This is an optimization exercise on Yosys and OpenROAD, whose aim is small area, a short achievable clock period and few clock cycles, not a production implementation. No activity file was given, so power comes from the tool's default toggle rates.

==> flow/design.v (excerpt) <==
module ULA (
    input clk,
    input reset,
    input [3:0] seletor,
    output saida,
    output [18:0] rom_addr,
    input [7:0] rom_data,
    output reg [18:0] ram_wraddr,
    output reg [7:0] ram_data,
    output reg ram_wren,
    output reg done
);
==> module ULA, before the edit <==
module ULA (
    input clk,
    input reset,
    input [3:0] seletor,
    output saida,
    output [18:0] rom_addr,
    input [7:0] rom_data,
    output reg [18:0] ram_wraddr,
    output reg [7:0] ram_data,
    output reg ram_wren,
    output reg done
);
    assign saida = 1'b0;
    reg [3:0] mode;
    reg start;
    always @(posedge clk or negedge reset) begin
        if (!reset) begin
            mode  <= 4'b1111;
            start <= 1'b0;
        end else begin
            mode  <= seletor;
            start <= (seletor != mode);
        end
    end
    reg is_avg, is_dec, is_rep;
    always @(posedge clk) begin
        is_avg <= ~seletor[2] & seletor[1] & seletor[0];
        is_dec <= ~seletor[2] & ~seletor[1] & seletor[0];
        is_rep <= ~seletor[2] & ~seletor[0];
    end
    wire f4    = mode[3];
    wire valid = ~mode[2] | (mode == 4'b0100);
    reg [1:0] c0, c1;
    reg [2:0] xh;
    reg [4:0] rl;
    reg [9:0] rh;
    reg run;
    assign rom_addr = {4'b0, rh, rl};
    wire [1:0] lim0 = (is_rep | is_avg) ? {f4, 1'b1} : 2'd0;
    wire [1:0] lim2 = is_rep ? {f4, 1'b1} : 2'd0;
    wire e0 = (c0 == 2'd0);
    wire e2 = (c1 == 2'd0);
    reg ex;
    wire ex_next = xh[2] & rl[4] & rl[3] &
                   (is_dec ? (f4 ? (rl[2:0] == 3'd0) : (rl[2:0] == 3'd4))
                           : (rl[2:0] == 3'd6));
    wire ey = (rh == (is_dec ? (f4 ? 10'd584 : 10'd594) : 10'd599));
    wire last = e0 & ex & e2 & ey;
    wire wr = ~is_avg | (e0 & rl[0] & (~f4 | rl[1]));
    reg [2:0] kl;
    reg [9:0] kh;
    always @* begin
        if (!e0) begin
            kl = 3'd0;
            kh = is_avg ? 10'd5 : 10'd0;
        end else if (!ex) begin
            kl = is_dec ? {f4, ~f4, 1'b0} : 3'd1;
            kh = is_avg ? (f4 ? -10'd15 : -10'd5) : 10'd0;
        end else if (!e2) begin
            kl = 3'd1;
            kh = -10'd5;
        end else begin
            kl = is_dec ? {f4, ~f4, 1'b0} : 3'd1;
            kh = is_dec ? (f4 ? 10'd15 : 10'd5) : 10'd0;
        end
    end
    wire [5:0] nl = rl + kl;
    wire [9:0] rh0 = rh + kh;
    wire [9:0] rh1 = rh + kh + 10'd1;
    always @(posedge clk) begin
        if (start) begin
            c0 <= lim0; c1 <= lim2; xh <= 0; rl <= 0; rh <= 0; ex <= 1'b0;
        end else begin
            rl <= nl[4:0];
            rh <= nl[5] ? rh1 : rh0;
            if (!e0) c0 <= c0 - 1'b1;
            else begin
                c0 <= lim0;
                if (!ex) begin
                    xh <= xh + nl[5];
                    ex <= ex_next;
                end else begin
                    xh <= 0;
                    ex <= 1'b0;
                    if (!e2) c1 <= c1 - 1'b1;
                    else c1 <= lim2;
                end
            end
        end
    end
    reg v1, l1, r1;
    always @(posedge clk or negedge reset) begin
        if (!reset) begin
            run <= 1'b0; v1 <= 1'b0; l1 <= 1'b0; r1 <= 1'b0;
            ram_wren <= 1'b0; done <= 1'b0;
        end else begin
            if (start) run <= valid;
            else if (last) run <= 1'b0;
            v1 <= run & wr & ~start;
            l1 <= run & last & ~start;
            r1 <= run & ~start;
            ram_wren <= v1 & ~start;
            done <= ~start & (done | l1);
        end
    end
    reg [3:0] ext;
    wire [11:0] nsum = (ram_wren ? 12'd0 : {ext, ram_data}) + rom_data;
    always @(posedge clk) begin
        if (start) ram_wraddr <= {19{1'b1}};
        else ram_wraddr <= ram_wraddr + v1;
        ext <= r1 ? nsum[11:8] : 4'd0;
        if (!is_avg) ram_data <= rom_data;
        else if (!r1) ram_data <= 8'd0;
        else if (v1) ram_data <= f4 ? nsum[11:4] : nsum[9:2];
        else ram_data <= nsum[7:0];
    end
endmodule
Settings: LEC_CHECK=0, CAP_MARGIN=20, CORE_MARGIN=2, CORE_UTILIZATION=40, PLACE_DENSITY=0.6, SETUP_SLACK_MARGIN=3.6, SLEW_MARGIN=20; clock period 6.0 ns.
standard.sh (not shown) runs the stock make flow with config.mk's settings and CLKGATE_MAP_FILE= SYNTH_SCRIPT=/design/flow/synth_recipe.tcl, a recipe that flattens the netlist after the stock synthesis.
==> flow/flow/run.sh <==
#!/bin/bash
# Layout flow: the standard ORFS flow, with plain buf_2 cells as the
# port buffers instead of the delay buffers buffer_ports picks by default.
set -euo pipefail
bash standard.sh "BUFFER_PORTS_ARGS=-buffer_cell sky130_fd_sc_hd__buf_2" finish > orfs_make.log 2>&1
The starting point went through all stages and came out clean.
==> next run, changes <==
--- a/flow/design.v
+++ b/flow/design.v
@@ -37,16 +37,13 @@
     reg run;
     assign rom_addr = {4'b0, rh, rl};
     wire [1:0] lim0 = (is_rep | is_avg) ? {f4, 1'b1} : 2'd0;
     wire [1:0] lim2 = is_rep ? {f4, 1'b1} : 2'd0;
     wire e0 = (c0 == 2'd0);
     wire e2 = (c1 == 2'd0);
-    reg ex;
-    wire ex_next = xh[2] & rl[4] & rl[3] &
-                   (is_dec ? (f4 ? (rl[2:0] == 3'd0) : (rl[2:0] == 3'd4))
-                           : (rl[2:0] == 3'd6));
+    wire ex = xh[2] & rl[4] & rl[3] & rl[2] & (rl[1] | (is_dec & f4)) & (rl[0] | is_dec);
     wire ey = (rh == (is_dec ? (f4 ? 10'd584 : 10'd594) : 10'd599));
     wire last = e0 & ex & e2 & ey;
     wire wr = ~is_avg | (e0 & rl[0] & (~f4 | rl[1]));
     reg [2:0] kl;
     reg [9:0] kh;
     always @* begin
@@ -62,29 +59,24 @@
         end else begin
             kl = is_dec ? {f4, ~f4, 1'b0} : 3'd1;
             kh = is_dec ? (f4 ? 10'd15 : 10'd5) : 10'd0;
         end
     end
     wire [5:0] nl = rl + kl;
-    wire [9:0] rh0 = rh + kh;
-    wire [9:0] rh1 = rh + kh + 10'd1;
     always @(posedge clk) begin
         if (start) begin
-            c0 <= lim0; c1 <= lim2; xh <= 0; rl <= 0; rh <= 0; ex <= 1'b0;
+            c0 <= lim0; c1 <= lim2; xh <= 0; rl <= 0; rh <= 0;
         end else begin
             rl <= nl[4:0];
-            rh <= nl[5] ? rh1 : rh0;
+            rh <= rh + kh + nl[5];
             if (!e0) c0 <= c0 - 1'b1;
             else begin
                 c0 <= lim0;
-                if (!ex) begin
-                    xh <= xh + nl[5];
-                    ex <= ex_next;
-                end else begin
+                if (!ex) xh <= xh + nl[5];
+                else begin
                     xh <= 0;
-                    ex <= 1'b0;
                     if (!e2) c1 <= c1 - 1'b1;
                     else c1 <= lim2;
                 end
             end
         end
     end
- The changed run finished with timing, DRC and antenna clean
- wire length fell by 8.7%
- combinational power fell by about 5%
- utilization drops by 1.7 points
- clock power goes down by 4.6%
- worst setup slack loses 0.85 ns
- count of clock-buffer cells in the layout increases by 3
- first-iteration DRC count went up by 38%
- via count shrinks by 4.2%
- register-to-register slack degrades by 0.85 ns
- global-route usage falls by 0.22 points
No functional check of the RTL was part of any run of this note.

-- re-timing with driven ports --
Ports are ideal in the flow. The routed layouts listed here were re-timed in OpenROAD.
Step 1 (the two cells are an assumption about what drives the block):
set clk [get_ports {clk}]
set_driving_cell -lib_cell sky130_fd_sc_hd__clkbuf_16 $clk
set_driving_cell -lib_cell sky130_fd_sc_hd__buf_2 [delete_from_list [all_inputs] $clk]
Step 2, shift: input delay + t, output delay - t, t = (earliest + latest rising clock arrival at the registers) / 2. This alone moves slack from input paths to output paths.
a / b / c = no drivers / after step 1 / after step 2; a / b = the first two.
| run | t, ns | setup slack, ns | worst register clock-pin slew, ns |
|---|---|---|---|
| the first run | 0.376 | 3.100 / 3.100 / 2.783 | 0.09 / 0.09 |
| the second run | 0.369 | 2.251 / 2.251 / 2.251 | 0.08 / 0.08 |
After both steps every run listed still meets setup and hold. The setup slack of the first run, which loses most, moves by 0.000 ns with the drivers and by -0.317 ns with both steps.
